Source: an optimization exercise on an open RTL-to-GDS flow (aim: small area). Production flows keep margins and buffers that such runs may drop. Only simulation tests tie the RTL to the original design; equivalence was not proved. Power is estimated from default activity; no workload was simulated.

== build 47 ==
Design check_receive_window, start of the top module:
module check_receive_window (
	input clk,
	input rst_n,
	input [63:0] in_tt_data,
	input [7:0] in_tt_ctrl,
	input in_tt_wr,
	input in_buffer_rdy,
	input in_table_wr,
	input [15:0] in_port_number,
	input [15:0] in_buffer_number,
	input [63:0] in_window_start,
	input [63:0] in_window_end,
	input [63:0] in_global_time,
	input [15:0] in_flow_id,
	input in_tt_flag,
	input [15:0] in_tt_length,
	output reg out_tt_flag_clear,
	output [63:0] out_buffer_data,
	output [7:0] out_buffer_ctrl,
	output out_buffer_wr,
	output out_tt_rdy,
	output [3:0] out_switch_port,
	output [3:0] out_switch_buffer,
	output reg out_table_rdy
);
	localparam [3:0] CT0 = 4'b0000;    
	localparam [3:0] CT1 = 4'b0001;    
	localparam [3:0] CT2 = 4'b0011;    
	localparam [3:0] CID = 4'b0111;    
	localparam [3:0] DROP = 4'b0100;   
	localparam [3:0] WD0 = 4'b0110;    
	localparam [3:0] WD1 = 4'b1110;    
	localparam [3:0] WD2 = 4'b1010;    
	localparam [3:0] WD3 = 4'b0010;    
	reg entry_active;           
	reg armed;                  
	reg [3:0] port_onehot;
	reg [3:0] buffer_number;
	reg [63:0] window_start;
	reg [63:0] window_end;
	reg [15:0] flow_id;
	reg [15:0] tt_length;
	reg [3:0] pstate;
	reg header_ok;
	reg [63:0] word_a;          
	reg [63:0] word_b;          
	wire carry4 = window_end[3] | (window_end[2] & window_end[1]);
	wire [63:0] end_plus;
	wire [63:4] inc_c;
	assign end_plus[0] = window_end[0];
	assign end_plus[1] = ~window_end[1];
	assign end_plus[2] = window_end[2] ^ window_end[1];
  ...
Size in the first run: roughly 1200 cells after synthesis, about 310 flip-flops, ~14000 um^2 of cells after synthesis.
clock: 5.0 ns
lec_check: 0
cap_margin: 0
core_margin: 2
core_utilization: 60
slew_margin: 0
standard.sh (not shown) runs the stock make flow with config.mk's settings and CLKGATE_MAP_FILE= SYNTH_SCRIPT=/design/flow/synth_recipe.tcl, a recipe that flattens the netlist after the stock synthesis.
==> flow/flow/run.sh <==
#!/bin/bash
# ORFS layout with an area-oriented ABC mapping, smaller port buffers and a
# leaner clock tree. Everything else is the standard flow (standard.sh).
set -euo pipefail
here=$(pwd)
# copy of the ORFS scripts with only the ABC script replaced
rm -rf "$here/orfs_scripts"
cp -r "$FLOW_HOME/scripts" "$here/orfs_scripts"
cp "$here/flow/abc.script" "$here/orfs_scripts/abc_speed.script"
export SCRIPTS_DIR="$here/orfs_scripts"
export BUFFER_PORTS_ARGS="-buffer_cell sky130_fd_sc_hd__buf_1"
export CTS_ARGS="-sink_clustering_enable -repair_clock_nets -dont_use_dummy_load -buf_list sky130_fd_sc_hd__clkbuf_8 -root_buf sky130_fd_sc_hd__clkbuf_4 -tree_buf sky130_fd_sc_hd__clkbuf_4 -sink_clustering_size 16 -sink_clustering_max_diameter 80"
bash standard.sh > flow_make.log 2>&1
==> flow/flow/abc.script <==
strash
dch
map -D 3000
strash
dch
map -D 3000
strash
dch
map -D 3000
strash
dch
map -D 3000
strash
dch
map -D 3000
strash
dch
map -D 3000
strash
dch
map -D 3000
strash
dch
map -D 3000
strash
dch
map -D 3000
strash
dch
map -D 3000
strash
dch
map -D 3000
strash
dch
map -D 3000
strash
dch
map -D 3000
strash
dch
map -D 3000
strash
dch
map -D 3000
strash
dch
map -D 3000
strash
dch
map -D 3000
strash
dch
map -D 3000
strash
dch
map -D 3000
strash
dch
map -D 3000
strash
dch
map -D 3000
strash
dch
map -D 3000
strash
dch
map -D 3000
strash
dch
map -D 3000
strash
dch
map -D 3000
strash
dch
map -D 3000
strash
dch
map -D 3000
strash
dch
map -D 3000
strash
dch
map -D 3000
strash
dch
map -D 3000
strash
dch
map -D 3000
strash
dch
map -D 3000
topo
stime -c
buffer -c
upsize -c
dnsize -c
For build 67, these inputs were changed with respect to build 47:
Settings: putting GPL_TIMING_DRIVEN at 0 where nothing was set.
diff --git a/flow/flow/run.sh b/flow/flow/run.sh
--- a/flow/flow/run.sh
+++ b/flow/flow/run.sh
@@ -11,3 +11,3 @@
 export BUFFER_PORTS_ARGS="-buffer_cell sky130_fd_sc_hd__buf_1"
-export CTS_ARGS="-sink_clustering_enable -repair_clock_nets -dont_use_dummy_load -buf_list sky130_fd_sc_hd__clkbuf_8 -root_buf sky130_fd_sc_hd__clkbuf_4 -tree_buf sky130_fd_sc_hd__clkbuf_4 -sink_clustering_size 16 -sink_clustering_max_diameter 80"
+export CTS_ARGS="-sink_clustering_enable -repair_clock_nets -dont_use_dummy_load -buf_list sky130_fd_sc_hd__clkbuf_8 -sink_clustering_size 16 -sink_clustering_max_diameter 80"
 bash standard.sh > flow_make.log 2>&1
Results
- Compared to build 47, the routing of build 67 uses more wire.
- Build 67: total design power about 2% above build 47
- [build 67 vs build 47] share of power burned in combinational logic: higher in build 67
- Build 67 vs build 47 — ratio of routed vias to standard cells dropped 0.48%.
- Smallest setup slack after layout sits higher in build 67 than in build 47.
- Build 47 and build 67 ended up with nearly the same adder-cell share of the synthesized area.
- Build 67 against build 47; finished layout cell area is up slightly.
- Between build 47 and build 67, the flow reports power density over cell area increasing slightly.
- On build 67: minimum period implied by the final worst setup slack is 0.095 ns lower than what build 47 gave.
- Comparing build 67 with build 47, the critical path's largest stage delay came out essentially unchanged.
- Going from build 47 to build 67, the required time at the worst-slack endpoint was found to have gone down by 0.10 ns.
### build 67 -> build 34
Settings: GPL_ROUTABILITY_DRIVEN now 0, previously not set.
[summary]
Fraction of the cycle the final worst path needs (build 34 over build 67): increase, 0.61 points. Build 67 → build 34: final critical path time including I/O delays and setup climbed 0.031 ns; first-pass detailed-route iteration total now smaller. Compared with build 67, build 34 shows a higher first-pass GRT wire length.
## Diff of input files: build 29 against build 34
Settings: GPL_TIMING_DRIVEN removed (was 0); GPL_ROUTABILITY_DRIVEN removed (was 0).
The worst endpoint required time of build 29 and that of build 34 are within noise of each other. Row fmax: build 29 lower / build 34 higher. Compare build 29 and build 34 | initial detailed-routing violation count higher: build 29. Register-to-register slack delta (build 29 − build 34): unfavourable. Build 29 -> build 34: synthesized-area fraction occupied by xor and xnor cells delta 0, exact match. Total design power delta (build 29 − build 34): favourable. The higher combinational share of power came out of build 34. Build 34 → build 29: final instance area fell by about 1%; non-clock buffer count fell by 19.
Modified inputs, build 89 compared to build 29
diff --git a/flow/flow/run.sh b/flow/flow/run.sh
--- a/flow/flow/run.sh
+++ b/flow/flow/run.sh
@@ -12,2 +12,3 @@
 export CTS_ARGS="-sink_clustering_enable -repair_clock_nets -dont_use_dummy_load -buf_list sky130_fd_sc_hd__clkbuf_8 -sink_clustering_size 16 -sink_clustering_max_diameter 80"
+export RECOVER_POWER=100
 bash standard.sh > flow_make.log 2>&1
==> comparison <==
Build 89 vs build 29 on final cycle utilization of the critical path: build 89 is the lower one. STATUS run=build 89 STAGES=ALL_DONE FINAL_CHECKS=FAILED CAUSE=max-capacitance violations, max-slew violations. Between build 89 and build 29, the overall power of the completed layout figures differ only marginally. Looking at build 29 and build 89, the clock skew is a wash. Min area growth from synthesis to layout across build 29 and build 89: build 89.

* * *

Setup of exp/tundra:
Another version of the RTL of check_receive_window (not shown whole).
For scale: ~1,500 cells after synthesis, ~310 flip-flops, roughly 0.015 mm² of cells after synthesis.
Settings: LEC_CHECK=0, CAP_MARGIN=20, CORE_MARGIN=2, CORE_UTILIZATION=40, SLEW_MARGIN=20; clock period 5.0 ns.
==> flow/flow/run.sh <==
#!/bin/bash
# ORFS layout with an area-oriented ABC mapping, smaller port buffers and a
# leaner clock tree. Everything else is the standard flow (standard.sh).
set -euo pipefail
here=$(pwd)
# copy of the ORFS scripts with only the ABC script replaced
rm -rf "$here/orfs_scripts"
cp -r "$FLOW_HOME/scripts" "$here/orfs_scripts"
cp "$here/flow/abc.script" "$here/orfs_scripts/abc_speed.script"
export SCRIPTS_DIR="$here/orfs_scripts"
export BUFFER_PORTS_ARGS="-buffer_cell sky130_fd_sc_hd__buf_1"
export CTS_ARGS="-sink_clustering_enable -repair_clock_nets -dont_use_dummy_load"
bash standard.sh > flow_make.log 2>&1
==> flow/flow/abc.script <==
strash
dch
map -D 3000
strash
dch
map -D 3000
topo
stime -c
buffer -c
upsize -c
dnsize -c
exp/tundra reached the final stage; the timing, design-rule and antenna checks on its layout passed.
Input changes introduced in exp/umber (baseline for comparison: exp/tundra):
==> flow/flow/abc.script <==
strash
&get -n
&fraig -x
&put
scorr
dc2
strash
&get -n
&dch -f
&nf
&put
topo
stime -c
buffer -c
upsize -c
dnsize -c
[summary]
- [flow] exp/umber | stages: complete | final checks: fail | reason: negative setup slack
- Relative to exp/tundra, the share of the core filled with cells in the final layout of exp/umber is higher by 1.9 points.
- The leakage power figure number comes out lower for exp/umber vs exp/tundra.
- Diff exp/tundra -> exp/umber | diode insertion count for antenna repair | increase of 2
- Between exp/umber and exp/tundra, the sequential power is higher for exp/umber.
- Against exp/tundra, exp/umber comes in 2.35 ns higher on time the final worst path needs with I/O delays and setup.
[inputs] exp/nickel vs exp/umber
==> flow/flow/run.sh <==
#!/bin/bash
# Standard ORFS layout with smaller port buffers and a leaner clock tree.
set -euo pipefail
export BUFFER_PORTS_ARGS="-buffer_cell sky130_fd_sc_hd__buf_1"
export CTS_ARGS="-sink_clustering_enable -repair_clock_nets -dont_use_dummy_load -buf_list sky130_fd_sc_hd__clkbuf_16 -sink_clustering_size 24 -sink_clustering_max_diameter 60"
bash standard.sh > flow_make.log 2>&1
removed: flow/flow/abc.script
--- outcome ---
Both conditions hold for exp/nickel: the flow ran to the end and the final layout passed the timing, design-rule and antenna checks.
Number of rows in the core area is higher on exp/nickel
Against exp/umber as the reference, exp/nickel delivers a higher total of fill cells in the finished design.
exp/nickel reports a higher die span in x than exp/umber does.
Between exp/umber and exp/nickel, via count of the first global-routing pass increased.
When the final numbers for exp/umber and exp/nickel were put side by side, the routability-driven placement congestion ratio turned out to be greater in exp/nickel.
exp/nickel against exp/umber: wire length went up; clock group share of total power went down; biggest fanout along the worst timing path went up; ratio of final minimum period to clock period went down.
## Diff of input files: exp/xenon against exp/nickel
==> flow/flow/run.sh <==
#!/bin/bash
# ORFS layout with an area-oriented ABC mapping, smaller port buffers and a
# leaner clock tree. Everything else is the standard flow (standard.sh).
set -euo pipefail
here=$(pwd)
# copy of the ORFS scripts with only the ABC script replaced
rm -rf "$here/orfs_scripts"
cp -r "$FLOW_HOME/scripts" "$here/orfs_scripts"
cp "$here/flow/abc.script" "$here/orfs_scripts/abc_speed.script"
export SCRIPTS_DIR="$here/orfs_scripts"
export BUFFER_PORTS_ARGS="-buffer_cell sky130_fd_sc_hd__buf_1"
export CTS_ARGS="-sink_clustering_enable -repair_clock_nets -dont_use_dummy_load -buf_list sky130_fd_sc_hd__clkbuf_8 -sink_clustering_size 16 -sink_clustering_max_diameter 80"
bash standard.sh > flow_make.log 2>&1
==> flow/flow/abc.script (new file) <==
strash
dch
map -D 3000
strash
dch
map -D 3000
topo
stime -c
buffer -c
upsize -c
dnsize -c
Results
The flow did not stop early for exp/xenon: all stages ran, and the layout cleared the timing, design-rule and antenna checks. Summary of exp/xenon over exp/nickel: final standard cell area without fillers lower; global routing usage on met2 stayed essentially flat; leakage dissipation rose 0.32 nW.

## afterwards: timing with drivers on the ports
The flow's constraints put no driver on any port. The routed layouts listed below were extracted and timed again, unchanged, in two steps.
Step 1, drivers: a clkbuf_16 drives clk and a buf_2 each remaining input, both assumed.
Step 2 times the ports against the registers' clock, not the clock port: input delays grow and output delays shrink by t, the midpoint of the rising clock arrivals with the driver on.
a / b / c = ideal ports / drivers / drivers and shift; a / b = the first two.
run | t (ns) | setup slack, ns | hold WS [ns] | worst setup path at the end | slew at the worst register clock pin (ns)
build 47 | 0.722 | 0.294 / 0.294 / 0.294 | 0.244 / 0.229 / 0.414 | register to register | 0.11 / 0.11
build 67 | 0.601 | 0.389 / 0.389 / 0.389 | 0.372 / 0.353 / 0.427 | register to register | 0.10 / 0.10
build 34 | 0.570 | 0.359 / 0.359 / 0.359 | 0.381 / 0.365 / 0.407 | register to register | 0.11 / 0.11
build 29 | 0.581 | 0.305 / 0.305 / 0.305 | 0.387 / 0.371 / 0.414 | register to register | 0.11 / 0.11
build 89 | 0.586 | 0.316 / 0.316 / -0.174 | 0.383 / 0.368 / 0.414 | input to register | 0.11 / 0.11
exp/tundra | 0.573 | 0.514 / 0.514 / 0.514 | 0.413 / 0.413 / 0.413 | register to register | 0.06 / 0.06
exp/umber | 0.550 | -1.831 / -1.831 / -2.013 | 0.395 / 0.395 / 0.395 | input to register | 0.06 / 0.06
exp/nickel | 0.617 | 0.387 / 0.387 / 0.387 | 0.407 / 0.407 / 0.407 | register to register | 0.08 / 0.08
exp/xenon | 0.619 | 0.506 / 0.506 / 0.506 | 0.370 / 0.354 / 0.370 | register to register | 0.11 / 0.11
The setup slack of build 89, which loses most, moves by 0.000 ns with the drivers and by -0.490 ns with both steps.
